This design comes from an exercise in tuning for small area on the open sky130 flow, not from production work. RTL that was checked went through simulation tests only; none was proved equivalent to the original. For runs 1 and 2, only the layout was checked, not whether the RTL still works. No activity file was given, so power comes from the tool's default toggle rates.

[design/flow/run.sh]
#!/bin/bash
# synth_recipe.tcl (not shown) runs the flow's synth.tcl, then flattens the netlist and writes it again
# the make line also repeats each setting of config.mk as NAME=value (left out here)
make -C /OpenROAD-flow-scripts/flow DESIGN_CONFIG=/design/flow/config.mk WORK_HOME=/design/flow/orfs CLKGATE_MAP_FILE= SYNTH_SCRIPT=/design/flow/synth_recipe.tcl finish
[design/flow/config.mk]
export PLATFORM = sky130hd
export DESIGN_NAME = pe_group
export DESIGN_NICKNAME = pe_group
export VERILOG_FILES = /design/flow/design.v
export SDC_FILE = /design/flow/constraint.sdc
export NUM_CORES = 4
export LEC_CHECK = 0
export CAP_MARGIN = 20
export CORE_MARGIN = 2
export CORE_UTILIZATION = 40
export CTS_BUF_LIST = sky130_fd_sc_hd__clkbuf_4 sky130_fd_sc_hd__clkbuf_8
export GPL_TIMING_DRIVEN = 0
export SETUP_SLACK_MARGIN = 0.2
export SLEW_MARGIN = 20
[design/flow/constraint.sdc]
create_clock -name core_clock -period 5.5 [get_ports {clk}]
set_input_delay 1.1000 -clock core_clock [delete_from_list [all_inputs] [get_ports {clk}]]
set_output_delay 1.1000 -clock core_clock [all_outputs]
set_load 0.01 [all_outputs]
[design/flow/design.v]
module peg_fan (
	input clk,
	input rst,
	input i_valid,
	input [8:0] i_eq,
	input [127:0] i_p,
	output reg [7:0] o_valid,
	output reg [127:0] o_data
);
	wire [15:0] p0 = i_p[0 +: 16];
	wire [15:0] p1 = i_p[16 +: 16];
	wire [15:0] p2 = i_p[32 +: 16];
	wire [15:0] p3 = i_p[48 +: 16];
	wire [15:0] p4 = i_p[64 +: 16];
	wire [15:0] p5 = i_p[80 +: 16];
	wire [15:0] p6 = i_p[96 +: 16];
	wire [15:0] p7 = i_p[112 +: 16];
	wire e0 = i_eq[0], e1 = i_eq[1], e2 = i_eq[2], e3 = i_eq[3];
	wire e4 = i_eq[4], e5 = i_eq[5], e6 = i_eq[6];
	wire x13 = i_eq[7], x46 = i_eq[8];
	wire x24 = e3 ? e2 : i_eq[7];
	wire x35 = e3 ? e4 : i_eq[8];
	wire a0_both = ~e0 & ~e1;
	wire a0_left = ~e0 & e1;
	wire a6_both = ~e6 & ~e5;
	wire a6_right = ~e6 & e5;
	wire a2_both = ~e1 & ~e3 & ~e2;
	wire a2_right = e1 & ~e3 & ~e2;
	wire a2_left = ~e1 & e3 & ~e2;
	wire a2_byp = ~(a2_both | a2_right | a2_left);
	wire a4_both = ~e3 & ~e5 & ~e4;
	wire a4_right = e3 & ~e5 & ~e4;
	wire a4_left = ~e3 & e5 & ~e4;
	wire a4_byp = ~(a4_both | a4_right | a4_left);
	wire a1_both = e0 & e2 & ~e3 & ~e1;
	wire a1_right = ~a1_both & e2 & ~e3 & ~e1;
	wire a1_left = ~a1_both & ~a1_right & e0 & ~e1;
	wire a5_both = e4 & e6 & ~e3 & ~e5;
	wire a5_left = ~a5_both & e4 & ~e3 & ~e5;
	wire a5_right = ~a5_both & ~a5_left & e6 & ~e5;
	wire a3_both = e1 & e5 & ~x24 & ~x35;
	wire a3_right = ~a3_both & e5 & ~x35;
	wire a3_left = ~a3_both & ~a3_right & e1 & ~x24;
	reg [15:0] r_a0, r_a1, r_a2, r_a4, r_a5, r_a6;
	wire [15:0] n_a0 = (i_valid & a0_left) ? p1 : r_a0;
	wire [15:0] n_a2 = (i_valid & (a2_byp | a2_right)) ? p2 : r_a2;
	wire [15:0] n_a4 = (i_valid & (a4_byp | a4_left)) ? p5 : r_a4;
	wire [15:0] n_a6 = (i_valid & a6_right) ? p6 : r_a6;
	wire [15:0] o0 = e0 ? p0 + p1 : n_a0;
	wire [15:0] o2lo = e2 ? p2 + p3 : n_a2;
	wire [15:0] o2hi = e2 ? p2 + p3 : p3;
	wire [15:0] o4lo = e4 ? p4 + p5 : p4;
	wire [15:0] o4hi = e4 ? p4 + p5 : n_a4;
	wire [15:0] o6 = e6 ? p6 + p7 : n_a6;
	wire [15:0] n_a1 = (i_valid & a1_left) ? o2lo : (i_valid & a1_right) ? o0 : r_a1;
	wire [15:0] n_a5 = (i_valid & a5_left) ? o6 : (i_valid & a5_right) ? o4hi : r_a5;
	wire [15:0] s1 = o0 + o2lo;
	wire [15:0] o1 = e1 ? s1 : n_a1;
	wire [15:0] s5 = o4hi + o6;
	wire [15:0] o5 = e5 ? s5 : n_a5;
	wire [15:0] l3 = (x13 & e1) ? s1 : x13 ? n_a1 : o2hi;
	wire [15:0] r3 = (x46 & e5) ? s5 : x46 ? n_a5 : o4lo;
	wire [15:0] s3 = l3 + r3;
	always @ (posedge clk) begin
		if (rst) begin
			r_a0 <= 16'd0;
			r_a1 <= 16'd0;
			r_a2 <= 16'd0;
			r_a4 <= 16'd0;
			r_a5 <= 16'd0;
			r_a6 <= 16'd0;
		end else begin
			r_a0 <= n_a0;
			r_a1 <= n_a1;
			r_a2 <= n_a2;
			r_a4 <= n_a4;
			r_a5 <= n_a5;
			r_a6 <= n_a6;
		end
	end
	wire l1_0 = a1_both | a1_left;
	wire l1_2 = a1_both | a1_right;
	wire l5_4 = a5_both | a5_left;
	wire l5_6 = a5_both | a5_right;
	wire l3_1 = a3_both | a3_left;
	wire l3_5 = a3_both | a3_right;
	wire [7:0] w_v;
	assign w_v[0] = l1_0 | a0_both | a0_left;
	assign w_v[1] = l3_1 | a0_both;
	assign w_v[2] = l1_2 | a2_both | a2_left;
	assign w_v[3] = e3 | a2_both | a2_right;
	assign w_v[4] = l5_4 | a4_both | a4_left;
	assign w_v[5] = l3_5 | a4_both | a4_right;
	assign w_v[6] = l5_6 | a6_both;
	assign w_v[7] = a6_both | a6_right;
	wire [127:0] w_o;
	assign w_o[0 +: 16] = l1_0 ? o0 : p0;
	assign w_o[16 +: 16] = e1 ? s1 : p1;  
	assign w_o[32 +: 16] = l1_2 ? o2lo : p2;
	assign w_o[48 +: 16] = e3 ? s3 : p3;
	assign w_o[64 +: 16] = l5_4 ? o4hi : p4;
	assign w_o[80 +: 16] = e5 ? s5 : p5;  
	assign w_o[96 +: 16] = l5_6 ? o6 : p6;
	assign w_o[112 +: 16] = p7;
	always @ (posedge clk) begin
		o_valid <= i_valid ? w_v : 8'd0;
		o_data <= w_o;
	end
endmodule
module mul8s (input [7:0] a, input [7:0] b, output [15:0] p);
	wire c100;
	wire c102;
	wire c104;
	wire c106;
	wire c108;
	wire c110;
	wire c112;
	wire c114;
	wire c116;
	wire c118;
	wire c120;
	wire c122;
	wire c124;
	wire c126;
	wire c128;
	wire c130;
	wire c132;
	wire c134;
	wire c136;
	wire c138;
	wire c140;
	wire c142;
	wire c144;
	wire c146;
	wire c148;
	wire c150;
	wire c152;
	wire c154;
	wire c156;
	wire c158;
	wire c160;
	wire c162;
	wire c66;
	wire c68;
	wire c70;
	wire c72;
	wire c74;
	wire c76;
	wire c78;
	wire c80;
	wire c82;
	wire c84;
	wire c86;
	wire c88;
	wire c90;
	wire c92;
	wire c94;
	wire c96;
	wire c98;
	wire pp1;
	wire pp10;
	wire pp11;
	wire pp12;
	wire pp13;
	wire pp14;
	wire pp15;
	wire pp16;
	wire pp17;
	wire pp18;
	wire pp19;
	wire pp2;
	wire pp20;
	wire pp21;
	wire pp22;
	wire pp23;
	wire pp24;
	wire pp25;
	wire pp26;
	wire pp27;
	wire pp28;
	wire pp29;
	wire pp3;
	wire pp30;
	wire pp31;
	wire pp32;
	wire pp33;
	wire pp34;
	wire pp35;
	wire pp36;
	wire pp37;
	wire pp38;
	wire pp39;
	wire pp4;
	wire pp40;
	wire pp41;
	wire pp42;
	wire pp43;
	wire pp44;
	wire pp45;
	wire pp46;
	wire pp47;
	wire pp48;
	wire pp49;
	wire pp5;
	wire pp50;
	wire pp51;
	wire pp52;
	wire pp53;
	wire pp54;
	wire pp55;
	wire pp56;
	wire pp57;
	wire pp58;
	wire pp59;
	wire pp6;
	wire pp60;
	wire pp61;
	wire pp62;
	wire pp63;
	wire pp64;
	wire pp7;
	wire pp8;
	wire pp9;
	wire s101;
	wire s103;
	wire s105;
	wire s107;
	wire s109;
	wire s111;
	wire s113;
	wire s115;
	wire s117;
	wire s119;
	wire s121;
	wire s123;
	wire s125;
	wire s127;
	wire s129;
	wire s131;
	wire s133;
	wire s135;
	wire s137;
	wire s139;
	wire s141;
	wire s143;
	wire s145;
	wire s147;
	wire s149;
	wire s151;
	wire s153;
	wire s155;
	wire s157;
	wire s159;
	wire s161;
	wire s65;
	wire s67;
	wire s69;
	wire s71;
	wire s73;
	wire s75;
	wire s77;
	wire s79;
	wire s81;
	wire s83;
	wire s85;
	wire s87;
	wire s89;
	wire s91;
	wire s93;
	wire s95;
	wire s97;
	wire s99;
	assign pp1 = a[0] & b[0];
	assign pp2 = a[0] & b[1];
	assign pp3 = a[0] & b[2];
	assign pp4 = a[0] & b[3];
	assign pp5 = a[0] & b[4];
	assign pp6 = a[0] & b[5];
	assign pp7 = a[0] & b[6];
	assign pp8 = ~(a[0] & b[7]);
	assign pp9 = a[1] & b[0];
	assign pp10 = a[1] & b[1];
	assign pp11 = a[1] & b[2];
	assign pp12 = a[1] & b[3];
	assign pp13 = a[1] & b[4];
	assign pp14 = a[1] & b[5];
	assign pp15 = a[1] & b[6];
	assign pp16 = ~(a[1] & b[7]);
	assign pp17 = a[2] & b[0];
	assign pp18 = a[2] & b[1];
	assign pp19 = a[2] & b[2];
	assign pp20 = a[2] & b[3];
	assign pp21 = a[2] & b[4];
	assign pp22 = a[2] & b[5];
	assign pp23 = a[2] & b[6];
	assign pp24 = ~(a[2] & b[7]);
	assign pp25 = a[3] & b[0];
	assign pp26 = a[3] & b[1];
	assign pp27 = a[3] & b[2];
	assign pp28 = a[3] & b[3];
	assign pp29 = a[3] & b[4];
	assign pp30 = a[3] & b[5];
	assign pp31 = a[3] & b[6];
	assign pp32 = ~(a[3] & b[7]);
	assign pp33 = a[4] & b[0];
	assign pp34 = a[4] & b[1];
	assign pp35 = a[4] & b[2];
	assign pp36 = a[4] & b[3];
	assign pp37 = a[4] & b[4];
	assign pp38 = a[4] & b[5];
	assign pp39 = a[4] & b[6];
	assign pp40 = ~(a[4] & b[7]);
	assign pp41 = a[5] & b[0];
	assign pp42 = a[5] & b[1];
	assign pp43 = a[5] & b[2];
	assign pp44 = a[5] & b[3];
	assign pp45 = a[5] & b[4];
	assign pp46 = a[5] & b[5];
	assign pp47 = a[5] & b[6];
	assign pp48 = ~(a[5] & b[7]);
	assign pp49 = a[6] & b[0];
	assign pp50 = a[6] & b[1];
	assign pp51 = a[6] & b[2];
	assign pp52 = a[6] & b[3];
	assign pp53 = a[6] & b[4];
	assign pp54 = a[6] & b[5];
	assign pp55 = a[6] & b[6];
	assign pp56 = ~(a[6] & b[7]);
	assign pp57 = ~(a[7] & b[0]);
	assign pp58 = ~(a[7] & b[1]);
	assign pp59 = ~(a[7] & b[2]);
	assign pp60 = ~(a[7] & b[3]);
	assign pp61 = ~(a[7] & b[4]);
	assign pp62 = ~(a[7] & b[5]);
	assign pp63 = ~(a[7] & b[6]);
	assign pp64 = a[7] & b[7];
	assign s65 = pp7 ^ pp14;
	assign c66 = pp7 & pp14;
	assign s67 = pp8 ^ pp15 ^ pp22;
	assign c68 = (pp8 & pp15) | (pp8 & pp22) | (pp15 & pp22);
	assign s69 = pp29 ^ pp36;
	assign c70 = pp29 & pp36;
	assign s71 = pp16 ^ pp23 ^ pp30;
	assign c72 = (pp16 & pp23) | (pp16 & pp30) | (pp23 & pp30);
	assign s73 = pp37 ^ pp44 ^ pp51;
	assign c74 = (pp37 & pp44) | (pp37 & pp51) | (pp44 & pp51);
	assign s75 = pp24 ^ pp31 ^ pp38;
	assign c76 = (pp24 & pp31) | (pp24 & pp38) | (pp31 & pp38);
	assign s77 = pp5 ^ pp12;
	assign c78 = pp5 & pp12;
	assign s79 = pp6 ^ pp13 ^ pp20;
	assign c80 = (pp6 & pp13) | (pp6 & pp20) | (pp13 & pp20);
	assign s81 = pp27 ^ pp34;
	assign c82 = pp27 & pp34;
	assign s83 = s65 ^ pp21 ^ pp28;
	assign c84 = (s65 & pp21) | (s65 & pp28) | (pp21 & pp28);
	assign s85 = pp35 ^ pp42 ^ pp49;
	assign c86 = (pp35 & pp42) | (pp35 & pp49) | (pp42 & pp49);
	assign s87 = c66 ^ s67 ^ s69;
	assign c88 = (c66 & s67) | (c66 & s69) | (s67 & s69);
	assign s89 = pp43 ^ pp50 ^ pp57;
	assign c90 = (pp43 & pp50) | (pp43 & pp57) | (pp50 & pp57);
	assign s91 = c68 ^ c70 ^ s71;
	assign c92 = (c68 & c70) | (c68 & s71) | (c70 & s71);
	assign s93 = s73 ^ pp58 ^ 1'b1;
	assign c94 = (s73 & pp58) | (s73 & 1'b1) | (pp58 & 1'b1);
	assign s95 = c72 ^ c74 ^ s75;
	assign c96 = (c72 & c74) | (c72 & s75) | (c74 & s75);
	assign s97 = pp45 ^ pp52 ^ pp59;
	assign c98 = (pp45 & pp52) | (pp45 & pp59) | (pp52 & pp59);
	assign s99 = c76 ^ pp32 ^ pp39;
	assign c100 = (c76 & pp32) | (c76 & pp39) | (pp32 & pp39);
	assign s101 = pp46 ^ pp53 ^ pp60;
	assign c102 = (pp46 & pp53) | (pp46 & pp60) | (pp53 & pp60);
	assign s103 = pp40 ^ pp47 ^ pp54;
	assign c104 = (pp40 & pp47) | (pp40 & pp54) | (pp47 & pp54);
	assign s105 = pp4 ^ pp11;
	assign c106 = pp4 & pp11;
	assign s107 = s77 ^ pp19 ^ pp26;
	assign c108 = (s77 & pp19) | (s77 & pp26) | (pp19 & pp26);
	assign s109 = c78 ^ s79 ^ s81;
	assign c110 = (c78 & s79) | (c78 & s81) | (s79 & s81);
	assign s111 = c80 ^ c82 ^ s83;
	assign c112 = (c80 & c82) | (c80 & s83) | (c82 & s83);
	assign s113 = c84 ^ c86 ^ s87;
	assign c114 = (c84 & c86) | (c84 & s87) | (c86 & s87);
	assign s115 = c88 ^ c90 ^ s91;
	assign c116 = (c88 & c90) | (c88 & s91) | (c90 & s91);
	assign s117 = c92 ^ c94 ^ s95;
	assign c118 = (c92 & c94) | (c92 & s95) | (c94 & s95);
	assign s119 = c96 ^ c98 ^ s99;
	assign c120 = (c96 & c98) | (c96 & s99) | (c98 & s99);
	assign s121 = c100 ^ c102 ^ s103;
	assign c122 = (c100 & c102) | (c100 & s103) | (c102 & s103);
	assign s123 = c104 ^ pp48 ^ pp55;
	assign c124 = (c104 & pp48) | (c104 & pp55) | (pp48 & pp55);
	assign s125 = pp3 ^ pp10;
	assign c126 = pp3 & pp10;
	assign s127 = s105 ^ pp18 ^ pp25;
	assign c128 = (s105 & pp18) | (s105 & pp25) | (pp18 & pp25);
	assign s129 = c106 ^ s107 ^ pp33;
	assign c130 = (c106 & s107) | (c106 & pp33) | (s107 & pp33);
	assign s131 = c108 ^ s109 ^ pp41;
	assign c132 = (c108 & s109) | (c108 & pp41) | (s109 & pp41);
	assign s133 = c110 ^ s111 ^ s85;
	assign c134 = (c110 & s111) | (c110 & s85) | (s111 & s85);
	assign s135 = c112 ^ s113 ^ s89;
	assign c136 = (c112 & s113) | (c112 & s89) | (s113 & s89);
	assign s137 = c114 ^ s115 ^ s93;
	assign c138 = (c114 & s115) | (c114 & s93) | (s115 & s93);
	assign s139 = c116 ^ s117 ^ s97;
	assign c140 = (c116 & s117) | (c116 & s97) | (s117 & s97);
	assign s141 = c118 ^ s119 ^ s101;
	assign c142 = (c118 & s119) | (c118 & s101) | (s119 & s101);
	assign s143 = c120 ^ s121 ^ pp61;
	assign c144 = (c120 & s121) | (c120 & pp61) | (s121 & pp61);
	assign s145 = c122 ^ s123 ^ pp62;
	assign c146 = (c122 & s123) | (c122 & pp62) | (s123 & pp62);
	assign s147 = c124 ^ pp56 ^ pp63;
	assign c148 = (c124 & pp56) | (c124 & pp63) | (pp56 & pp63);
	assign s149 = pp2 ^ pp9;
	assign c150 = pp2 & pp9;
	assign s151 = s125 ^ pp17 ^ c150;
	assign c152 = (s125 & pp17) | (s125 & c150) | (pp17 & c150);
	assign s153 = c126 ^ s127 ^ c152;
	assign c154 = (c126 & s127) | (c126 & c152) | (s127 & c152);
	assign s155 = c128 ^ s129 ^ c154;
	assign c156 = (c128 & s129) | (c128 & c154) | (s129 & c154);
	assign s157 = c130 ^ s131 ^ c156;
	assign c158 = (c130 & s131) | (c130 & c156) | (s131 & c156);
	assign s159 = c132 ^ s133 ^ c158;
	assign c160 = (c132 & s133) | (c132 & c158) | (s133 & c158);
	assign s161 = c134 ^ s135 ^ c160;
	assign c162 = (c134 & s135) | (c134 & c160) | (s135 & c160);
	wire [7:0] hs = {1'b1, c148, c146, c144, c142, c140, c138, c136} + {1'b0, pp64, s147, s145, s143, s141, s139, s137} + c162;
	assign p = {hs, s161, s159, s157, s155, s153, s151, s149, pp1};
endmodule
module pe_group # (
	parameter NUM_PEGS = 4,
	parameter NUM_PES = 8,
	parameter LOG2_PES = 3,
	parameter IN_DATA_TYPE = 8,
	parameter OUT_DATA_TYPE = 16)(
		clk,
		rst,
		i_data_valid,
		i_data_bus,
		i_stationary,
		i_dest_bus,
		i_vn_seperator,
		o_data_valid,
		o_data_bus
);
	input clk;
	input rst;
	input [NUM_PEGS -1 : 0] i_data_valid;
	input [NUM_PEGS * NUM_PES * IN_DATA_TYPE -1 : 0] i_data_bus;
	input [NUM_PEGS -1 : 0] i_stationary;
	input [NUM_PEGS * NUM_PES * LOG2_PES -1:0] i_dest_bus;
	input [NUM_PEGS * NUM_PES * LOG2_PES -1:0] i_vn_seperator;
	output [NUM_PEGS * NUM_PES -1:0] o_data_valid;
	output [NUM_PEGS * NUM_PES * OUT_DATA_TYPE -1:0] o_data_bus;
	genvar g;
	generate
		for (g = 0; g < NUM_PEGS; g = g + 1) begin : grp
			peg_slice u_peg (
				.clk(clk),
				.rst(rst),
				.i_valid(i_data_valid[g]),
				.i_stationary(i_stationary[g]),
				.i_data(i_data_bus[g*64 +: 64]),
				.i_dest(i_dest_bus[g*24 +: 24]),
				.i_vn(i_vn_seperator[g*24 +: 24]),
				.o_valid(o_data_valid[g*8 +: 8]),
				.o_data(o_data_bus[g*128 +: 128])
			);
		end
	endgenerate
endmodule
module peg_slice (
	input clk,
	input rst,
	input i_valid,
	input i_stationary,
	input [63:0] i_data,
	input [23:0] i_dest,
	input [23:0] i_vn,
	output [7:0] o_valid,
	output [127:0] o_data
);
	localparam NEQ = 9;
	localparam DEPTH = 6;  
	wire [63:0] w_sel;
	genvar p;
	generate
		for (p = 0; p < 8; p = p + 1) begin : xb
			assign w_sel[p*8 +: 8] = i_data[i_dest[p*3 +: 3]*8 +: 8];
		end
	endgenerate
	wire [2:0] v0 = i_vn[0 +: 3];
	wire [2:0] v1 = i_vn[3 +: 3];
	wire [2:0] v2 = i_vn[6 +: 3];
	wire [2:0] v3 = i_vn[9 +: 3];
	wire [2:0] v4 = i_vn[12 +: 3];
	wire [2:0] v5 = i_vn[15 +: 3];
	wire [2:0] v6 = i_vn[18 +: 3];
	wire [2:0] v7 = i_vn[21 +: 3];
	wire w_e3 = (v3 == v4);
	wire [NEQ-1:0] w_eq = {w_e3 ? (v4 == v6) : (v3 == v5), w_e3 ? (v1 == v3) : (v2 == v4),
		v6 == v7, v5 == v6, v4 == v5, w_e3, v2 == v3, v1 == v2, v0 == v1};
	reg [63:0] r_d [1:DEPTH];
	reg [NEQ-1:0] r_eq [1:DEPTH+1];
	reg [DEPTH+1:1] r_st;  
	reg [DEPTH:1] r_ld;  
	integer k;
	always @ (posedge clk) begin
		r_d[1] <= w_sel;
		r_eq[1] <= w_eq;
		r_st[1] <= i_valid & ~i_stationary;
		r_ld[1] <= i_valid & i_stationary;
		for (k = 2; k <= DEPTH; k = k + 1) begin
			r_d[k] <= r_d[k-1];
			r_eq[k] <= r_eq[k-1];
			r_st[k] <= r_st[k-1];
			r_ld[k] <= r_ld[k-1];
		end
		r_eq[DEPTH+1] <= r_eq[DEPTH];
		r_st[DEPTH+1] <= r_st[DEPTH];
	end
	reg [63:0] r_w;
	reg [127:0] r_p;
	wire [127:0] w_p;
	always @ (posedge clk) begin
		if (rst) begin
			r_w <= 64'd0;
		end else if (r_ld[DEPTH]) begin
			r_w <= r_d[DEPTH];
		end
	end
	generate
		for (p = 0; p < 8; p = p + 1) begin : mul
			mul8s u_mul (.a(r_d[DEPTH][p*8 +: 8]), .b(r_w[p*8 +: 8]), .p(w_p[p*16 +: 16]));
		end
	endgenerate
	always @ (posedge clk) begin
		r_p <= w_p;
	end
	peg_fan u_fan (
		.clk(clk),
		.rst(rst),
		.i_valid(r_st[DEPTH+1]),
		.i_eq(r_eq[DEPTH+1]),
		.i_p(r_p),
		.o_valid(o_valid),
		.o_data(o_data)
	);
endmodule
==> results.sh, run 1 <==
export IMPL_grt_remaining_overflow=0
export IMPL_grt_usage_pct=22.6
export IMPL_crit_type="register to register"
export IMPL_worst_slew_pin_slew_ns=1.14
export IMPL_die_w_um=681
export IMPL_grt_max_degree=17
export IMPL_gp_congestion=0.943
export IMPL_post_route_drc_count=0
export IMPL_ys_async_sr_fraction_pct=0
export IMPL_synth_nets=20000
export IMPL_clk_insertion_delay_late_ns=1.28
export IMPL_synth_top_cell_by_area="dfxtp_1"
export IMPL_yosys_warnings=6
export IMPL_fillers=42000
export IMPL_vias_per_cell=5.00
export IMPL_outcome="complete, but fails checks"
export IMPL_slew_headroom_pct=23.1
export IMPL_ff2ff_path_depth=30
export IMPL_holdWs_ns=0.273
export IMPL_syn_to_final_growth_pct=20.4
export IMPL_wl_mm=537
export IMPL_cts_root_buf="clkbuf_8"
export IMPL_violations="negative setup slack"
export IMPL_synth_cell_types=100
export IMPL_syn_instance_count=17300
export IMPL_worstPathRequired_ns=6.61
export IMPL_yosys_top_cells_area="dfxtp_1 39%, fa_1 15%, mux4_2 6.3%"
export IMPL_htree_levels=6
export IMPL_setup_ws_ns=-0.309
export IMPL_path_common_cell="a21oi_2"
export IMPL_layout_drive_gt1_share_pct=17.3
export IMPL_synth_top_area_share_pct=38.6
export IMPL_drt_iter0_drc=9094
export IMPL_ioPinCount=1002
export IMPL_fp_dieH_um=681
export IMPL_antenna_found_initial=52
export IMPL_min_period_over_period_pct=106
export IMPL_ir_drop_mv=0.396
export IMPL_arrival_ns=6.92
export IMPL_critPathMaxStageDelay_ns=0.42
export IMPL_maxCapViolations=0
export IMPL_wl_per_cell_um=21.0
export IMPL_ant_nets=0
export IMPL_grt_pass1_wl_mm=800
export IMPL_skew_ns=0.0868
export IMPL_critPathMaxFanout=8
export IMPL_placed_cell_area_um2=200000
export IMPL_cts_tree="done"
export IMPL_max_freq_ghz=0.172
export IMPL_hold_path_class="register to register"
export IMPL_synth_avg_cell_area_um2=10.6
export IMPL_start_util_pct=40.2
export IMPL_path_clk_slew_ns=0.06
export IMPL_die_area_um2=463000
export IMPL_port_buffer_count=904
export IMPL_max_clock_path_buffers=4
export IMPL_vias=128000
export IMPL_end_kind="register"
export IMPL_hold_viol=0
export IMPL_dp_final_hpwl_mm=421
export IMPL_powerDensity_nw_per_um2=459
export IMPL_fin_area_um2=221000
export IMPL_start_kind="register"
export IMPL_rsz0062_at_grt="yes"
export IMPL_setup_violations=8
export IMPL_synth_seq_cells=3536
export IMPL_first_pass_iters=6
export IMPL_hold_depth=0
export IMPL_rows=248
export IMPL_ys_seq_area_share_pct=38.6
export IMPL_setup_tns_final_ns=-1.28
export IMPL_drv_slew=0
export IMPL_cts_sinks=3536
export IMPL_power_leakage_nw=98.2
export IMPL_syn_area_um2=183000
export IMPL_fin_nets=21800
export IMPL_numCtsBuffers=600
export IMPL_min_period_ns=5.81
export IMPL_synth_edf_count=0
export IMPL_cp_slowest_cell="dfxtp_4"
export IMPL_core_um2=456000
export IMPL_ys_dominant_reg_cell="dfxtp_1"
export IMPL_grt_pass1_vias=128000
power breakdown:
| part | total [W] | internal (W) | switching [W] |
|---|---|---|---|
| logic | 0.0398 | 0.0180 | 0.0218 |
| registers | 0.0350 | 0.0308 | 0.00427 |
| clock network | 0.0265 | 0.0152 | 0.0113 |
synth_stat cells (32+ instances only):
cell      instances
nor3_1           85
o21a_1           84
o211ai_1         67
mux2i_1         673
a31oi_1          50
mux2_2          438
dfxtp_1        3536
a21o_1          182
inv_1          2323
buf_1           137
xor2_1          271
fa_1           1404
nand2b_1         81
or3_1            44
o21bai_1        141
o21ai_0         606
nand3_1          62
mux4_2          512
xnor2_1         396
clkbuf_1        415
and2_1         1523
a211oi_1         68
a21oi_1         615
ha_1            868
nand2_1        1163
nor2b_1         116
a211o_1          32
nor2_1         1023
worst max-delay path, delay by kind of cell (launching register included):
kind,cells,cell delay [ns]
compound gates,13,2.35
xor+xnor,3,0.38
fa+ha+maj,3,0.81
buf+inv,5,0.70
flops,1,0.42
mux,2,0.40
simple gates,4,0.64
cell families (layout without fill, tap and decap cells):
logic type                 count (synthesis)  in the layout  share of synthesized area, %
AOI/OAI and AO/OA                       2041           2041                          6.80
xor gates and xnor gates                 675            675                          3.29
adders and majority gates               2272           2272                          21.3
buffers and inverters                   2900           5150                          5.97
DFF                                     3536           3536                          38.6
muxes                                   1624           1624                          12.7
other                                      0             72                             0
and+or+nand+nor                         4212           4212                          11.3
layout by cell type (no fill, tap or decap), types with 82 or more instances in the layout:
cell / instances
buf_4: 249
buf_1: 120
fa_2: 133
a21o_1: 182
mux2i_1: 604
clkbuf_1: 330
xnor2_1: 360
clkdlybuf4s50_1: 904
nor2b_1: 110
dfxtp_2: 179
a21oi_1: 452
clkbuf_4: 172
a21oi_2: 143
o21a_1: 82
nor2_1: 1004
nand2_1: 1153
dfxtp_1: 3333
o21ai_0: 491
mux4_2: 512
inv_1: 2310
o21bai_1: 131
xor2_1: 265
and2_1: 1522
mux2_2: 425
clkbuf_8: 714
fa_1: 1271
ha_1: 809
clkinv_2: 91
layer usage:
metal | track usage (%) | part of all wire [%] | up-vias
met4 | 11.2 | 5.4 | 6
met1 | 30.0 | 43 | 62800
li1 | - | - | 59800
met3 | 3.62 | 6.2 | 1060
met5 | 0 | 0.0063 | -
met2 | 35.9 | 46 | 4151
worst paths after layout:
| check | slack, ns | to | from |
|---|---|---|---|
| max reg2reg | -0.31 | grp[3].u_peg.u_fan.o_data[63] | grp[3].u_peg.r_st[7] |
| max | -0.31 | grp[3].u_peg.u_fan.o_data[63] | grp[3].u_peg.r_st[7] |
| min | 0.27 | grp[2].u_peg.r_d[6][6] | grp[2].u_peg.r_d[5][6] |
| min reg2reg | 0.27 | grp[2].u_peg.r_d[6][6] | grp[2].u_peg.r_d[5][6] |
through the flow:
stage | power (W) | std cells | util (%) | setup slack, ns
6_report | 0.101 | 25600 | 48.4 | -0.309
5_1_grt | 0.107 | 25600 | 48.4 | -0.456
4_1_cts | 0.100 | 25400 | 47.7 | -0.225
3_5_place_dp | 0.0713 | 24200 | 43.9 | -2.52
3_3_place_gp | 0.0708 | 24200 | 43.8 | -2.61
2_1_floorplan | 0.0569 | 17300 | - | 0.202
cell type report:
cell class	count	area [um2]	area share (%)
diodes	72	180	0.0817
plain buffers	562	2590	1.18
clock buffers	857	10900	4.93
clock inverters	215	2840	1.29
inverters	2338	8840	4.01
multi-input cells	10800	105000	47.7
flip-flops and latches	3536	71100	32.2
well taps	6000	7510	3.40
repair buffers	1178	11300	5.14
state kept, by name, summed over array words and instances (netlist names):
register and cells:
grp.u_peg.r_ld 24, grp.u_peg.u_fan.r_a0 64, grp.u_peg.u_fan.r_a5 64, grp.u_peg.u_fan.o_data 512, grp.u_peg.r_w 256, grp.u_peg.r_eq 252, grp.u_peg.r_d 1536, grp.u_peg.r_st 28
grp.u_peg.u_fan.r_a4 64, grp.u_peg.u_fan.r_a1 64, grp.u_peg.u_fan.r_a6 64, grp.u_peg.u_fan.o_valid 32, grp.u_peg.r_p 512, grp.u_peg.u_fan.r_a2 64
timing repair:
item / 4_1_cts / 5_1_grt
buffers inserted: 157 / 109
setup endpoints to repair: 112 / 91
hold buffers: 0 / 0
gates cloned: 0 / 0
gates resized for setup: 758 / 590
pin swaps: 191 / 258
==> run 2: changes to the inputs <==
--- a/design/flow/config.mk
+++ b/design/flow/config.mk
@@ -10,3 +10,2 @@
 export CORE_UTILIZATION = 40
-export CTS_BUF_LIST = sky130_fd_sc_hd__clkbuf_4 sky130_fd_sc_hd__clkbuf_8
 export GPL_TIMING_DRIVEN = 0
==> run 2 against run 1 <==
Against the previous run:
- still fails the layout checks on negative setup slack
- cell area shrank 0.21%
- sequential power is essentially flat
- core utilization shrank 0.10 points
- sequential share of layout area grew 0.064 points
- clock-buffer cell count shrank 392
- total power grew 0.40%
- clock skew grew 0.0089 ns
- largest cell class unchanged
==> results.sh, run 2 <==
export IMPL_port_buffer_count=904
export IMPL_end_kind="register"
export IMPL_critPathMaxStageDelay_ns=0.42
export IMPL_holdWs_ns=0.258
export IMPL_power_leakage_nw=97.6
export IMPL_post_route_drc_count=0
export IMPL_ir_drop_mv=0.371
export IMPL_fp_dieH_um=681
export IMPL_yosys_top_cells_area="dfxtp_1 39%, fa_1 15%, mux4_2 6.3%"
export IMPL_grt_remaining_overflow=0
export IMPL_cts_root_buf="clkbuf_16"
export IMPL_yosys_top_cells_count="3,536 x dfxtp_1, 2,323 x inv_1, 1,523 x and2_1, 1,404 x fa_1, 1,163 x nand2_1"
export IMPL_critPathMaxFanout=8
export IMPL_syn_to_final_growth_pct=20.2
export IMPL_largest_reg_flops=1536
export IMPL_reg_top3="grp.u_peg.r_d: 1536 flops, grp.u_peg.r_p: 512 flops, grp.u_peg.u_fan.o_data: 512 flops"
export IMPL_cts_sinks=3536
export IMPL_grt_pass1_vias=126000
export IMPL_max_freq_ghz=0.171
export IMPL_numCtsBuffers=377
export IMPL_wl_mm=534
export IMPL_violations="negative setup slack"
export IMPL_syn_instance_count=17300
export IMPL_cts_hold_buf=0
export IMPL_ys_seq_area_share_pct=38.6
export IMPL_drt_iter0_drc=8929
export IMPL_synth_nets=20000
export IMPL_synth_top_cell_by_area="dfxtp_1"
export IMPL_fin_nets=21500
export IMPL_ys_async_sr_fraction_pct=0
export IMPL_crit_type="register to register"
export IMPL_min_period_ns=5.86
export IMPL_largest_register="grp.u_peg.r_d"
export IMPL_hold_path_class="register to register"
export IMPL_ff2ff_path_depth=30
export IMPL_dp_final_hpwl_mm=421
export IMPL_htree_levels=5
export IMPL_skew_ns=0.0957
export IMPL_drv_slew=0
export IMPL_grt_pass1_wl_mm=796
export IMPL_path_common_cell="a21oi_2"
export IMPL_setup_violations=8
export IMPL_maxCapViolations=0
export IMPL_start_util_pct=40.2
export IMPL_synth_seq_cells=3536
export IMPL_syn_area_um2=183000
export IMPL_worstPathRequired_ns=6.34
export IMPL_hold_viol=0
export IMPL_rsz0062_at_grt="yes"
export IMPL_cp_slowest_cell="dfxtp_4"
export IMPL_vias=127000
export IMPL_rows=248
export IMPL_min_period_over_period_pct=107
export IMPL_powerDensity_nw_per_um2=462
export IMPL_die_w_um=681
export IMPL_die_area_um2=463000
export IMPL_cts_tree="done"
export IMPL_synth_cell_types=100
export IMPL_placed_cell_area_um2=200000
export IMPL_synth_avg_cell_area_um2=10.6
export IMPL_start_kind="register"
export IMPL_first_pass_iters=5
export IMPL_layout_drive_gt1_share_pct=15.2
export IMPL_gp_congestion=0.943
export IMPL_vias_per_cell=5.02
export IMPL_arrival_ns=6.71
export IMPL_clk_insertion_delay_late_ns=1.04
export IMPL_max_clock_path_buffers=4
export IMPL_outcome="complete, but fails checks"
export IMPL_antenna_found_initial=51
export IMPL_ant_nets=0
export IMPL_hold_depth=0
export IMPL_synth_edf_count=0
export IMPL_synth_most_common_cell="dfxtp_1"
export IMPL_path_clk_slew_ns=0.07
export IMPL_ioPinCount=1002
export IMPL_grt_usage_pct=22.5
export IMPL_worst_slew_pin_slew_ns=1.19
export IMPL_slew_headroom_pct=19.7
export IMPL_fin_area_um2=220000
export IMPL_ys_dominant_reg_cell="dfxtp_1"
export IMPL_core_um2=456000
export IMPL_setup_ws_ns=-0.365
export IMPL_wl_per_cell_um=21.2
export IMPL_final_common_cell="dfxtp_1"
export IMPL_grt_max_degree=18
export IMPL_yosys_warnings=6
export IMPL_final_cell_mix="3,339 x dfxtp_1, 2,309 x inv_1, 1,521 x and2_1"
export IMPL_synth_top_area_share_pct=38.6
-- run 2: changes by cell type in the layout (fill, tap and decap cells not counted), sizes merged --
cell	previous run	this run
clkinvlp	22	34
buf	428	416
diode	72	61
clkbuf	1265	875
inv	2366	2371
clkinv	119	109
bufinv	46	51
-- run 2: repair_timing --
| action | CTS | global route |
|---|---|---|
| endpoints found under the setup margin | 116 | 93 |
| pin swaps | 193 | 232 |
| setup buffers | 169 | 87 |
| resized for setup | 759 | 537 |
-- run 2: cell families after synthesis --
kind of cell / Yosys count / synth area share (%)
AOI/OAI and AO/OA: 2041 / 6.80
xor gates and xnor gates: 675 / 3.29
adders and majority gates: 2272 / 21.3
buffers and inverters: 2900 / 5.97
DFF: 3536 / 38.6
muxes: 1624 / 12.7
and+or+nand+nor: 4212 / 11.3
-- run 2: metrics by stage --
| step | total power (W) | util (%) | setup slack [ns] | instances | setup TNS [ns] |
|---|---|---|---|---|---|
| 6_report | 0.102 | 48.3 | -0.365 | 25200 | -1.71 |
| 5_1_grt | 0.108 | 48.3 | -0.542 | 25200 | -4.02 |
| 4_1_cts | 0.101 | 47.7 | -0.352 | 25000 | -1.33 |
| 3_5_place_dp | 0.0713 | 43.9 | -2.52 | 24200 | -44.19 |
| 3_3_place_gp | 0.0708 | 43.8 | -2.61 | 24200 | -43.55 |
| 2_1_floorplan | 0.0569 | - | 0.202 | 17300 | 0 |
-- run 2: final cells by class --
cell class | instances | area, um2
sequential | 3536 | 71100
buffer | 562 | 2580
inverter | 2338 | 8840
multi-input combinational | 10800 | 105000
clock inverter | 227 | 3290
tap | 6000 | 7510
antenna | 61 | 153
clock buffer | 465 | 10300
timing repair buffer | 1168 | 11300
fill | 41800 | 236000
-- run 2: routing by layer --
| layer | wire length, um | track usage, % | up-vias |
|---|---|---|---|
| met3 | 32200 | 3.35 | 1007 |
| met5 | 44 | 0 | - |
| met2 | 242000 | 35.9 | 4060 |
| met4 | 29700 | 10.9 | 6 |
| li1 | - | - | 59300 |
| met1 | 230000 | 30.0 | 62200 |
-- run 2: worst max-delay path, delay by kind of cell (launching register included) --
| family | cells | cell delay (ns) |
|---|---|---|
| flops | 1 | 0.42 |
| mux | 2 | 0.42 |
| xor+xnor | 3 | 0.37 |
| buf+inv | 6 | 0.87 |
| fa+ha+maj | 2 | 0.59 |
| simple gates | 4 | 0.64 |
| compound gates | 13 | 2.39 |
-- run 2: path summary, 6_finish.rpt --
| path | slack (ns) | from | end |
|---|---|---|---|
| hold / removal | 0.26 | grp[2].u_peg.r_d[5][1] | grp[2].u_peg.r_d[6][1] |
| setup reg to reg | -0.36 | grp[3].u_peg.r_st[7] | grp[3].u_peg.u_fan.o_data[63] |
| setup / recovery | -0.36 | grp[3].u_peg.r_st[7] | grp[3].u_peg.u_fan.o_data[63] |
| hold reg to reg | 0.26 | grp[2].u_peg.r_d[5][1] | grp[2].u_peg.r_d[6][1] |
-- run 2: report_power, final --
part / total (W) / internal (W) / switching (W)
combinational: 0.0395 / 0.0179 / 0.0217
clock: 0.0272 / 0.0159 / 0.0112
sequential: 0.0350 / 0.0308 / 0.00428
total: 0.102 / 0.0646 / 0.0372
==> run 3: changes to the inputs <==
--- a/design/flow/design.v
+++ b/design/flow/design.v
@@ -7,3 +7,3 @@
 	output reg [7:0] o_valid,
-	output reg [127:0] o_data
+	output [127:0] o_data
 );
@@ -62,3 +62,2 @@
 	wire [15:0] r3 = (x46 & e5) ? s5 : x46 ? n_a5 : o4lo;
-	wire [15:0] s3 = l3 + r3;
 	always @ (posedge clk) begin
@@ -99,3 +98,3 @@
 	assign w_o[32 +: 16] = l1_2 ? o2lo : p2;
-	assign w_o[48 +: 16] = e3 ? s3 : p3;
+	assign w_o[48 +: 16] = e3 ? l3 : p3;  
 	assign w_o[64 +: 16] = l5_4 ? o4hi : p4;
@@ -104,5 +103,11 @@
 	assign w_o[112 +: 16] = p7;
+	reg [127:0] r_o;
+	reg [15:0] r_r3;
+	assign o_data[47:0] = r_o[47:0];
+	assign o_data[63:48] = r_o[63:48] + r_r3;
+	assign o_data[127:64] = r_o[127:64];
 	always @ (posedge clk) begin
 		o_valid <= i_valid ? w_v : 8'd0;
-		o_data <= w_o;
+		r_o <= w_o;
+		r_r3 <= e3 ? r3 : 16'd0;
 	end
@@ -510,6 +515,7 @@
 		v6 == v7, v5 == v6, v4 == v5, w_e3, v2 == v3, v1 == v2, v0 == v1};
+	localparam [NEQ-1:0] C_IDLE = 9'b0_0000_1110;
+	localparam [NEQ-1:0] C_LOAD = 9'b0_0011_1000;
+	wire [NEQ-1:0] w_code = ~i_valid ? C_IDLE : i_stationary ? C_LOAD : w_eq;
 	reg [63:0] r_d [1:DEPTH];
 	reg [NEQ-1:0] r_eq [1:DEPTH+1];
-	reg [DEPTH+1:1] r_st;  
-	reg [DEPTH:1] r_ld;  
 	integer k;
@@ -517,5 +523,3 @@
 		r_d[1] <= w_sel;
-		r_eq[1] <= w_eq;
-		r_st[1] <= i_valid & ~i_stationary;
-		r_ld[1] <= i_valid & i_stationary;
+		r_eq[1] <= w_code;
 		for (k = 2; k <= DEPTH; k = k + 1) begin
@@ -523,8 +527,9 @@
 			r_eq[k] <= r_eq[k-1];
-			r_st[k] <= r_st[k-1];
-			r_ld[k] <= r_ld[k-1];
 		end
 		r_eq[DEPTH+1] <= r_eq[DEPTH];
-		r_st[DEPTH+1] <= r_st[DEPTH];
 	end
+	wire [NEQ-1:0] c6 = r_eq[DEPTH];
+	wire [NEQ-1:0] c7 = r_eq[DEPTH+1];
+	wire w_ld6 = c6[3] & c6[4] & c6[5] & ~c6[8] & ~c6[1];
+	wire w_st7 = ~(c7[3] & ((c7[1] & c7[2] & ~c7[7]) | (c7[4] & c7[5] & ~c7[8])));
 	reg [63:0] r_w;
@@ -535,3 +540,3 @@
 			r_w <= 64'd0;
-		end else if (r_ld[DEPTH]) begin
+		end else if (w_ld6) begin
 			r_w <= r_d[DEPTH];
@@ -550,3 +555,3 @@
 		.rst(rst),
-		.i_valid(r_st[DEPTH+1]),
+		.i_valid(w_st7),
 		.i_eq(r_eq[DEPTH+1]),
--- a/design/flow/config.mk
+++ b/design/flow/config.mk
@@ -11,3 +11,3 @@
 export GPL_TIMING_DRIVEN = 0
-export SETUP_SLACK_MARGIN = 0.2
+export SETUP_SLACK_MARGIN = 0.1
 export SLEW_MARGIN = 20
==> run 3 against run 2 <==
Against the previous run:
- now clean on timing, DRC and antenna
- clock-buffer cell count shrank 3
- critical path depth shrank 8
- setup slack gained 0.60 ns
- non-clock buffer count grew 332
- synthesized cell count grew 6.2%
- sequential share of layout area is essentially flat
- final cell count grew 4.3%
- flip-flop and latch count grew 12
- clock skew shrank 0.014 ns
- sequential power shrank 6.3%
- cell area grew 0.23%
- critical path type unchanged
- largest cell class unchanged
==> results.sh, run 3 <==
export IMPL_min_period_ns=5.27
export IMPL_power_share_switching_pct=33.4
export IMPL_synth_top_cell_by_area="dfxtp_1"
export IMPL_wl_per_cell_um=21.0
export IMPL_rows=252
export IMPL_critPathMaxFanout=10
export IMPL_ir_drop_mv=0.295
export IMPL_hold_viol=0
export IMPL_drt_iter0_drc=9750
export IMPL_worstPathRequired_ns=6.38
export IMPL_min_period_over_period_pct=95.7
export IMPL_antenna_found_initial=48
export IMPL_final_cell_mix="3,442 x dfxtp_1, 2,420 x inv_1, 1,686 x nand2_1"
export IMPL_syn_area_um2=188000
export IMPL_ys_seq_area_share_pct=37.7
export IMPL_die_area_um2=477000
export IMPL_layout_drive_gt1_share_pct=13.0
export IMPL_grt_max_degree=18
export IMPL_hold_path_class="register to register"
export IMPL_final_common_cell="dfxtp_1"
export IMPL_cts_root_buf="clkbuf_16"
export IMPL_synth_cell_types=101
export IMPL_skew_ns=0.0817
export IMPL_placed_cell_area_um2=206000
export IMPL_rsz0062_at_grt="yes"
export IMPL_synth_nets=21100
export IMPL_synth_avg_cell_area_um2=10.3
export IMPL_switchingPower_w=0.0285
export IMPL_synth_most_common_cell="dfxtp_1"
export IMPL_die_w_um=690
export IMPL_max_clock_path_buffers=4
export IMPL_ioPinCount=1002
export IMPL_post_route_drc_count=0
export IMPL_grt_remaining_overflow=0
export IMPL_end_kind="register"
export IMPL_fin_nets=22400
export IMPL_htree_levels=5
export IMPL_ys_dominant_reg_cell="dfxtp_1"
export IMPL_synth_top_area_share_pct=37.7
export IMPL_numCtsBuffers=380
export IMPL_vias=131000
export IMPL_start_kind="register"
export IMPL_drv_slew=0
export IMPL_cts_sinks=3548
export IMPL_clkPwrFrac_pct=31.7
export IMPL_clk_insertion_delay_late_ns=1.02
export IMPL_maxCapViolations=0
export IMPL_max_freq_ghz=0.190
export IMPL_ant_nets=0
export IMPL_fin_area_um2=221000
export IMPL_yosys_top_cells_count="3,548 x dfxtp_1, 2,421 x inv_1, 1,690 x nand2_1, 1,465 x and2_1, 1,404 x fa_1"
export IMPL_crit_type="register to register"
export IMPL_path_clk_slew_ns=0.07
export IMPL_fp_dieH_um=690
export IMPL_grt_usage_pct=22.5
export IMPL_powerDensity_nw_per_um2=387
export IMPL_yosys_top_cells_area="dfxtp_1 38%, fa_1 15%, mux4_2 6.1%"
export IMPL_internal_power_w=0.0569
export IMPL_largest_register="grp.u_peg.r_d"
export IMPL_ys_async_sr_fraction_pct=0
export IMPL_cts_tree="done"
export IMPL_gp_congestion=0.959
export IMPL_yosys_warnings=6
export IMPL_setup_tns_final_ns=0
export IMPL_hold_depth=0
export IMPL_outcome="finished clean"
export IMPL_worst_slew_pin_slew_ns=1.24
export IMPL_vias_per_cell=4.99
export IMPL_syn_instance_count=18300
export IMPL_first_pass_iters=8
export IMPL_grt_pass1_wl_mm=823
export IMPL_slew_headroom_pct=16.7
export IMPL_core_um2=470000
export IMPL_largest_reg_flops=1536
export IMPL_power_leakage_nw=97.4
export IMPL_port_buffer_count=904
export IMPL_syn_to_final_growth_pct=17.1
export IMPL_arrival_ns=6.15
export IMPL_synth_edf_count=0
export IMPL_reg_top3="grp.u_peg.r_d: 1536 flops, grp.u_peg.r_p: 512 flops, grp.u_peg.u_fan.r_o: 512 flops"
export IMPL_wl_mm=551
export IMPL_dp_final_hpwl_mm=438
export IMPL_setup_violations=0
export IMPL_comb_power_share_pct=29.9
export IMPL_ff2ff_path_depth=22
export IMPL_cts_hold_buf=0
export IMPL_start_util_pct=40.1
export IMPL_pwr_share_seq_pct=38.4
export IMPL_grt_pass1_vias=130000
export IMPL_synth_seq_cells=3548
-- run 3: cell count changes in the layout (fill, tap and decap cells not counted), sizes merged, moves of 100 or more --
| cell | previous run | this run |
|---|---|---|
| clkbuf | 875 | 981 |
| mux2i | 674 | 382 |
| nor2 | 1023 | 841 |
| buf | 416 | 644 |
| o21ai | 631 | 512 |
| nand2 | 1163 | 1690 |
| a21oi | 617 | 890 |
| inv | 2371 | 2471 |
-- run 3: logic make-up (layout without fill, tap and decap cells) --
family                     count (synthesis)  after routing  share of synthesized area [%]
DFF                                     3548           3548                           37.7
buffers and inverters                   3533           5193                           7.99
adders and majority gates               2272           2272                           20.7
AOI/OAI and AO/OA                       2319           2319                           7.56
xor gates and xnor gates                 664            664                           3.11
other                                      0             53                              0
muxes                                   1379           1379                           11.0
and+or+nand+nor                         4617           4617                           11.9
-- run 3: cell type report --
class	instances	area, um2
fillers	44000	249000
multi-input cells	11300	103000
flip-flops and latches	3548	71200
clock buffers	462	10300
repair buffers	961	9710
inverters	2432	9140
well taps	6223	7790
plain buffers	1101	6040
clock inverters	237	3130
diodes	53	133
-- run 3: path summary, 6_finish.rpt --
kind	startpoint	to	slack [ns]
max	grp[0].u_peg.r_eq[7][1]	grp[0].u_peg.u_fan.r_o[63]	0.23
min	grp[1].u_peg.r_d[5][14]	grp[1].u_peg.r_d[6][14]	0.26
max reg2reg	grp[0].u_peg.r_eq[7][1]	grp[0].u_peg.u_fan.r_o[63]	0.23
min reg2reg	grp[1].u_peg.r_d[5][14]	grp[1].u_peg.r_d[6][14]	0.26
-- run 3: timing repair --
action                                  in CTS  in global routing
pin swaps                                   21                 48
endpoints found under the hold margin        0                  0
endpoints found under the setup margin     123                123
gates resized for setup                    190                267
buffers inserted                            10                 23
-- run 3: layer usage --
metal	wire length [um]	track usage [%]	up-vias
met3	35900	3.63	911
met1	244000	31.0	64100
met4	26300	9.52	4
li1	-	-	61800
met5	27	0	-
met2	244000	35.2	4381
-- run 3: through the flow --
stage | setup WS, ns | utilization [%] | hold slack [ns] | cells | total power, W
2_1_floorplan | 0.368 | - | 0.310 | 18300 | 0.0474
3_3_place_gp | -0.889 | 43.7 | 0.310 | 25500 | 0.0581
3_5_place_dp | -1.02 | 43.8 | 0.312 | 25500 | 0.0584
4_1_cts | -0.0268 | 46.7 | 0.251 | 26200 | 0.0859
5_1_grt | -0.00319 | 46.9 | 0.268 | 26200 | 0.0895
6_report | 0.235 | 46.9 | 0.259 | 26300 | 0.0853
-- run 3: power groups by stage --
| stage | clock network [W] | registers, W | logic [W] |
|---|---|---|---|
| after floorplan | 0 | 0.0315 | 0.0159 |
| after global placement | 0 | 0.0333 | 0.0249 |
| after detailed placement | 0 | 0.0333 | 0.0251 |
| after CTS | 0.0278 | 0.0327 | 0.0253 |
| after global routing | 0.0288 | 0.0331 | 0.0276 |
| final | 0.0270 | 0.0328 | 0.0255 |
-- run 3: critical path, cell delays in order (launching register included) --
cell	delay [ns]
dfxtp_1	0.32
clkbuf_1	0.54
a22oi_4	0.21
nand2b_2	0.35
nand3_4	0.25
clkbuf_4	0.28
nor2_1	0.07
a21oi_2	0.16
nand2_1	0.07
nand2_1	0.14
inv_1	0.06
ha_1	0.26
a21o_1	0.15
a21oi_1	0.26
o21a_1	0.19
nor3_1	0.08
a2111oi_2	0.41
o2bb2ai_1	0.24
o21ai_1	0.16
a31oi_1	0.31
xnor3_1	0.26
nand2_1	0.07
a31o_2	0.27
==> run 4: changes to the inputs <==
--- a/design/flow/config.mk
+++ b/design/flow/config.mk
@@ -9,3 +9,5 @@
 export CORE_MARGIN = 2
-export CORE_UTILIZATION = 40
+export CORE_UTILIZATION = 55
+export CTS_CLUSTER_DIAMETER = 60
+export CTS_CLUSTER_SIZE = 30
 export GPL_TIMING_DRIVEN = 0
==> run 4 against run 3 <==
Against the previous run:
- still clean on timing, DRC and antenna
- global-route usage is 7.5 points higher
- sequential power hardly changed
- final cell count is 7.3% lower
- critical path type unchanged
- highest routed layer unchanged
==> results.sh, run 4 <==
export IMPL_htree_levels=5
export IMPL_cp_slowest_cell="a2111oi_2"
export IMPL_reg_top3="grp.u_peg.r_d: 1536 flops, grp.u_peg.r_p: 512 flops, grp.u_peg.u_fan.r_o: 512 flops"
export IMPL_grt_pass1_vias=128000
export IMPL_ioPinCount=1002
export IMPL_min_period_over_period_pct=95.8
export IMPL_min_period_ns=5.27
export IMPL_wl_mm=529
export IMPL_hold_path_class="register to register"
export IMPL_final_cell_mix="3,437 x dfxtp_1, 2,421 x inv_1, 1,686 x nand2_1"
export IMPL_grt_remaining_overflow=0
export IMPL_syn_to_final_growth_pct=14.6
export IMPL_holdWs_ns=0.288
export IMPL_ff2ff_path_depth=22
export IMPL_synth_top_area_share_pct=37.7
export IMPL_max_freq_ghz=0.190
export IMPL_synth_most_common_cell="dfxtp_1"
export IMPL_rows=214
export IMPL_fin_nets=22300
export IMPL_start_kind="register"
export IMPL_drv_slew=0
export IMPL_power_leakage_nw=96.1
export IMPL_power_share_switching_pct=35.6
export IMPL_synth_nets=21100
export IMPL_clk_insertion_delay_late_ns=0.95
export IMPL_setup_tns_final_ns=0
export IMPL_outcome="finished clean"
export IMPL_grt_pass1_wl_mm=794
export IMPL_largest_register="grp.u_peg.r_d"
export IMPL_crit_chain="buf_4 > inv_4 > a32o_1 > and2_1 > buf_6 > or3_1 > buf_2 > buf_6 > mux2i_1 > mux2i_1 > ha_1 > a21o_1 > a21o_1 > a21oi_1 > o21ai_1 > o211a_1 > a2111oi_2 > xnor2_1 > nand2_1 > nand2_1 > a21oi_1 > o22ai_1"
export IMPL_hold_viol=0
export IMPL_max_clock_path_buffers=4
export IMPL_layout_drive_gt1_share_pct=12.5
export IMPL_syn_instance_count=18300
export IMPL_fillers=28200
export IMPL_ant_nets=0
export IMPL_fp_dieH_um=589
export IMPL_synth_cell_types=101
export IMPL_yosys_top_cells_count="3,548 x dfxtp_1, 2,421 x inv_1, 1,690 x nand2_1, 1,465 x and2_1, 1,404 x fa_1"
export IMPL_synth_seq_cells=3548
export IMPL_first_pass_iters=10
export IMPL_critPathMaxStageDelay_ns=0.42
export IMPL_end_kind="register"
export IMPL_setup_violations=0
export IMPL_post_route_drc_count=0
export IMPL_dp_final_hpwl_mm=420
export IMPL_worst_slew_pin_slew_ns=1.27
export IMPL_ys_seq_area_share_pct=37.7
export IMPL_hold_depth=0
export IMPL_slew_headroom_pct=14.2
export IMPL_clkPwrFrac_pct=28.2
export IMPL_syn_area_um2=188000
export IMPL_synth_edf_count=0
export IMPL_cts_tree="done"
export IMPL_worstPathRequired_ns=6.26
export IMPL_synth_top_cell_by_area="dfxtp_1"
export IMPL_die_area_um2=347000
export IMPL_core_um2=340000
export IMPL_yosys_top_cells_area="dfxtp_1 38%, fa_1 15%, mux4_2 6.1%"
export IMPL_cts_sinks=3548
export IMPL_powerDensity_nw_per_um2=377
export IMPL_synth_avg_cell_area_um2=10.3
export IMPL_critPathMaxFanout=10
export IMPL_grt_usage_pct=30.0
export IMPL_vias_per_cell=5.38
export IMPL_ys_dominant_reg_cell="dfxtp_1"
export IMPL_comb_power_share_pct=31.4
export IMPL_path_clk_slew_ns=0.10
export IMPL_antenna_found_initial=34
export IMPL_cts_hold_buf=0
export IMPL_cts_root_buf="clkbuf_16"
export IMPL_ir_drop_mv=0.322
export IMPL_maxCapViolations=0
export IMPL_die_w_um=589
export IMPL_final_common_cell="dfxtp_1"
export IMPL_yosys_warnings=6
export IMPL_drt_iter0_drc=10400
export IMPL_largest_reg_flops=1536
export IMPL_vias=131000
export IMPL_gp_congestion=0.993
export IMPL_numCtsBuffers=286
export IMPL_rsz0062_at_grt="yes"
export IMPL_switchingPower_w=0.0290
export IMPL_ys_async_sr_fraction_pct=0
export IMPL_crit_type="register to register"
export IMPL_wl_per_cell_um=21.7
export IMPL_grt_max_degree=31
export IMPL_arrival_ns=6.03
export IMPL_port_buffer_count=904
export IMPL_start_util_pct=55.4
export IMPL_internal_power_w=0.0525
export IMPL_pwr_share_seq_pct=40.4
export IMPL_skew_ns=0.0566
run 4: changes by cell type in the layout (fill, tap and decap cells not counted), sizes merged:
cell	delta
clkbuf	-156
dlygate4sd2	-1
clkinvlp	-33
clkinv	-26
dlymetal6s2s	+4
diode	-36
buf	-5
clkdlybuf4s50	-2
bufinv	-35
inv	+71
run 4: final timing paths:
| path | startpoint | end | slack (ns) |
|---|---|---|---|
| hold reg to reg | grp[0].u_peg.r_d[1][40] | grp[0].u_peg.r_d[2][40] | 0.29 |
| setup reg to reg | grp[1].u_peg.r_eq[7][8] | grp[1].u_peg.u_fan.r_o[61] | 0.23 |
| hold / removal | grp[0].u_peg.r_d[1][40] | grp[0].u_peg.r_d[2][40] | 0.29 |
| setup / recovery | grp[1].u_peg.r_eq[7][8] | grp[1].u_peg.u_fan.r_o[61] | 0.23 |
run 4: cell families (layout without fill, tap and decap cells):
logic type | after synthesis | in the layout | synth area share [%]
buffers and inverters | 3533 | 5010 | 7.99
other | 0 | 17 | 0
and+or+nand+nor | 4617 | 4617 | 11.9
adders and majority gates | 2272 | 2272 | 20.7
DFF | 3548 | 3548 | 37.7
xor gates and xnor gates | 664 | 664 | 3.11
AOI/OAI and AO/OA | 2319 | 2319 | 7.56
muxes | 1379 | 1379 | 11.0
run 4: through the flow:
stage,setup WS [ns],util [%],cell area (um2),cells,power (W)
2_1_floorplan,0.368,-,188000,18300,0.0474
3_3_place_gp,-1.00,59.7,203000,23800,0.0580
3_5_place_dp,-1.01,59.8,203000,23800,0.0582
4_1_cts,0.0556,63.1,215000,24300,0.0813
5_1_grt,0.0247,63.4,216000,24400,0.0851
6_report,0.229,63.4,216000,24400,0.0814
run 4: layout make-up:
type / count / area (um2) / area share [%]
repair buffers: 960 / 9650 / 4.47
clock buffers: 303 / 7380 / 3.42
diodes: 17 / 42.5 / 0.0197
plain buffers: 1101 / 6020 / 2.79
clock inverters: 214 / 3550 / 1.64
inverters: 2432 / 9130 / 4.23
well taps: 4536 / 5680 / 2.63
flip-flops and latches: 3548 / 71300 / 33.0
multi-input cells: 11300 / 103000 / 47.8
run 4: routing by layer:
metal | track usage, % | routed length [um] | up-vias
li1 | - | - | 61400
met1 | 41.7 | 229000 | 63800
met2 | 45.9 | 232000 | 4727
met3 | 4.51 | 37600 | 1060
met4 | 15.1 | 30300 | 2
met5 | 0 | 13 | -
run 4: repair_timing:
item | CTS | global route
buffers inserted | 8 | 36
gates resized for setup | 170 | 303
hold endpoints to repair | 0 | 0
pin swaps | 12 | 47
endpoints found under the setup margin | 110 | 136
run 4: power by group through the flow:
| stage | logic, W | registers (W) | clock network [W] |
|---|---|---|---|
| 2_1_floorplan | 0.0159 | 0.0315 | 0 |
| 3_3_place_gp | 0.0246 | 0.0334 | 0 |
| 3_5_place_dp | 0.0248 | 0.0334 | 0 |
| 4_1_cts | 0.0250 | 0.0328 | 0.0235 |
| 5_1_grt | 0.0274 | 0.0332 | 0.0245 |
| 6_report | 0.0256 | 0.0329 | 0.0230 |
run 4: worst max-delay path: cells and delay by family (launching register included):
family	cells	cell delay (ns)
AOI/OAI and AO/OA	9	2.28
buffers and inverters	5	0.88
and+or+nand+nor	4	0.76
muxes	2	0.52
DFF	1	0.33
adders and majority gates	1	0.22
xor gates and xnor gates	1	0.11
==> run 5: changes to the inputs <==
--- a/design/flow/config.mk
+++ b/design/flow/config.mk
@@ -10,4 +10,2 @@
 export CORE_UTILIZATION = 55
-export CTS_CLUSTER_DIAMETER = 60
-export CTS_CLUSTER_SIZE = 30
 export GPL_TIMING_DRIVEN = 0
==> run 5 against run 4 <==
Against the previous run:
- synthesized area unchanged
- flip-flop and latch count unchanged
- sequential share of layout area down 0.28 points
- die area unchanged
- clock power up 13%
- critical endpoint is now grp[1].u_peg.u_fan.r_o[57]
==> results.sh, run 5 <==
export IMPL_start_kind="register"
export IMPL_die_w_um=589
export IMPL_drv_slew=0
export IMPL_port_buffer_count=904
export IMPL_core_um2=340000
export IMPL_finish_utilization_pct=64.0
export IMPL_post_route_drc_count=0
export IMPL_hold_depth=0
export IMPL_synth_top_cell_by_area="dfxtp_1"
export IMPL_ys_async_sr_fraction_pct=0
export IMPL_final_common_cell="dfxtp_1"
export IMPL_wl_mm=532
export IMPL_min_period_over_period_pct=96.0
export IMPL_rsz0062_at_grt="no"
export IMPL_holdWs_ns=0.304
export IMPL_grt_remaining_overflow=0
export IMPL_dp_final_hpwl_mm=420
export IMPL_outcome="finished clean"
export IMPL_largest_reg_flops=1536
export IMPL_power_leakage_nw=97.1
export IMPL_layout_drive_gt1_share_pct=12.8
export IMPL_path_clk_slew_ns=0.06
export IMPL_crit_chain="clkbuf_2 > a32o_1 > and2_1 > buf_6 > or3_1 > buf_2 > buf_6 > a21oi_1 > a21oi_1 > ha_1 > a21o_1 > a21oi_1 > o21ai_1 > a21oi_1 > nor2b_1 > o21ai_0 > a211oi_1 > o21ai_0 > a21oi_1"
export IMPL_path_buf_inv=4
export IMPL_first_pass_iters=6
export IMPL_ff2ff_path_depth=19
export IMPL_cts_sinks=3548
export IMPL_end_kind="register"
export IMPL_min_period_ns=5.28
export IMPL_largest_register="grp.u_peg.r_d"
export IMPL_ys_seq_area_share_pct=37.7
export IMPL_gp_congestion=0.993
export IMPL_rows=214
export IMPL_grt_pass1_wl_mm=799
export IMPL_cts_hold_buf=0
export IMPL_preCtsSetupSlack_ns=-1.01
export IMPL_p_total_w=0.0844
export IMPL_syn_instance_count=18300
export IMPL_slew_headroom_pct=13.3
export IMPL_setup_ws_ns=0.221
export IMPL_max_clock_path_buffers=4
export IMPL_crit_type="register to register"
export IMPL_ioPinCount=1002
export IMPL_synth_edf_count=0
export IMPL_wl_per_cell_um=21.7
export IMPL_hold_path_class="register to register"
export IMPL_clk_insertion_delay_late_ns=0.96
export IMPL_grt_pass1_vias=129000
export IMPL_setup_violations=0
export IMPL_placed_cell_area_um2=203000
export IMPL_cp_depth=19
export IMPL_path_common_cell="a21oi_1"
export IMPL_worstPathRequired_ns=6.35
export IMPL_crit_family="compound AO/OA/AOI/OAI gates"
export IMPL_fp_dieH_um=589
export IMPL_arrival_ns=6.13
export IMPL_antenna_found_initial=41
export IMPL_maxCapViolations=0
export IMPL_grt_max_degree=17
export IMPL_die_area_um2=347000
export IMPL_start_util_pct=55.4
export IMPL_powerDensity_nw_per_um2=388
export IMPL_synth_top_area_share_pct=37.7
export IMPL_cts_root_buf="clkbuf_16"
export IMPL_critPathMaxStageDelay_ns=0.59
export IMPL_ys_dominant_reg_cell="dfxtp_1"
export IMPL_syn_to_final_growth_pct=15.5
export IMPL_hold_viol=0
export IMPL_yosys_warnings=6
export IMPL_htree_levels=5
export IMPL_worst_slew_pin_slew_ns=1.29
export IMPL_ant_nets=0
export IMPL_synth_most_common_cell="dfxtp_1"
export IMPL_fin_area_um2=218000
export IMPL_skew_ns=0.0521
export IMPL_max_freq_ghz=0.189
export IMPL_synth_avg_cell_area_um2=10.3
export IMPL_grt_usage_pct=30.2
export IMPL_critPathMaxFanout=10
export IMPL_numCtsBuffers=363
export IMPL_syn_area_um2=188000
export IMPL_yosys_top_cells_area="dfxtp_1 38%, fa_1 15%, mux4_2 6.1%"
export IMPL_vias_per_cell=5.37
export IMPL_reg_top3="grp.u_peg.r_d: 1536 flops, grp.u_peg.r_p: 512 flops, grp.u_peg.u_fan.r_o: 512 flops"
export IMPL_synth_seq_cells=3548
export IMPL_ir_drop_mv=0.446
export IMPL_cts_tree="done"
export IMPL_cp_slowest_cell="a211oi_1"
export IMPL_synth_cell_types=101
export IMPL_synth_nets=21100
export IMPL_final_cell_mix="3,434 x dfxtp_1, 2,421 x inv_1, 1,686 x nand2_1"
export IMPL_fin_nets=22400
export IMPL_yosys_top_cells_count="3,548 x dfxtp_1, 2,421 x inv_1, 1,690 x nand2_1, 1,465 x and2_1, 1,404 x fa_1"
export IMPL_drt_iter0_drc=10100
export IMPL_vias=132000
[run 5: cell counts after synthesis]
Identical to the previous run, type by type.
[run 5: stage by stage]
step                setup TNS, ns  std cells
global placement           -13.97      23800
floorplan                       0      18300
detailed placement         -13.09      23800
finish                          0      24500
CTS                             0      24500
global route                    0      24500
[run 5: repair_timing]
item	in CTS	in global routing
pin swaps	11	44
resized for setup	163	283
setup endpoints to repair	103	130
setup buffers	8	31
[run 5: final timing paths]
path,startpoint,endpoint,slack (ns)
min,grp[3].u_peg.r_d[4][55],grp[3].u_peg.r_d[5][55],0.30
max,grp[1].u_peg.r_eq[7][4],grp[1].u_peg.u_fan.r_o[57],0.22
max reg2reg,grp[1].u_peg.r_eq[7][4],grp[1].u_peg.u_fan.r_o[57],0.22
min reg2reg,grp[3].u_peg.r_d[4][55],grp[3].u_peg.r_d[5][55],0.30
[run 5: cell families (layout without fill, tap and decap cells)]
group	Yosys count	after routing	synth area share, %
other	0	17	0
flip-flops	3548	3548	37.7
multiplexers	1379	1379	11.0
buffers and inverters	3533	5152	7.99
AO/OA/AOI/OAI	2319	2319	7.56
XOR/XNOR	664	664	3.11
adder cells (fa/ha/maj)	2272	2272	20.7
AND/OR/NAND/NOR	4617	4617	11.9
[run 5: layer usage]
metal | wire length (um) | up-vias | track usage (%) | part of all wire [%]
met2 | 233000 | 4663 | 46.2 | 44
met1 | 230000 | 64200 | 41.8 | 43
li1 | - | 61600 | - | -
met5 | 81 | - | 0 | 0.015
met4 | 31500 | 10 | 15.6 | 5.9
met3 | 36600 | 1100 | 4.29 | 6.9
[run 5: power breakdown]
| group | switching, W | internal (W) |
|---|---|---|
| Clock | 0.0107 | 0.0152 |
| Combinational | 0.0141 | 0.0114 |
| Sequential | 0.00317 | 0.0298 |
| Total | 0.0280 | 0.0564 |
[run 5: final cells by class]
class,instances,area (um2)
flip-flops and latches,3548,71200
inverters,2432,9130
diodes,17,42.5
clock inverters,172,2460
well taps,4536,5680
plain buffers,1101,6020
clock buffers,492,10300
fillers,28000,123000
repair buffers,955,9610
multi-input cells,11300,103000

==> separate check: timing with driven ports <==
The results above use ideal ports. As a check the final layouts listed here were re-extracted and re-timed, cells and wires unchanged.
Step 1, drivers: a clkbuf_16 drives clk and a buf_2 each remaining input, both assumed.
Step 2 also shifts input and output timing later by t, the mid clock arrival at the registers, as if the neighbouring blocks saw the same clock.
Three values: ideal, step 1, step 2; two values: the first two.
run	t, ns	slack for setup (ns)	hold WS [ns]	worst setup path after step 2
run 1	1.335	-0.309 / -0.309 / -0.309	0.273 / 0.273 / 0.273	register to register
run 2	1.104	-0.365 / -0.365 / -0.365	0.258 / 0.258 / 0.258	register to register
run 3	1.100	0.235 / 0.146 / 0.235	0.259 / 0.259 / 0.259	register to register
run 4	1.043	0.229 / 0.135 / 0.229	0.288 / 0.288 / 0.288	register to register
run 5	1.058	0.221 / 0.145 / 0.221	0.304 / 0.304 / 0.304	register to register
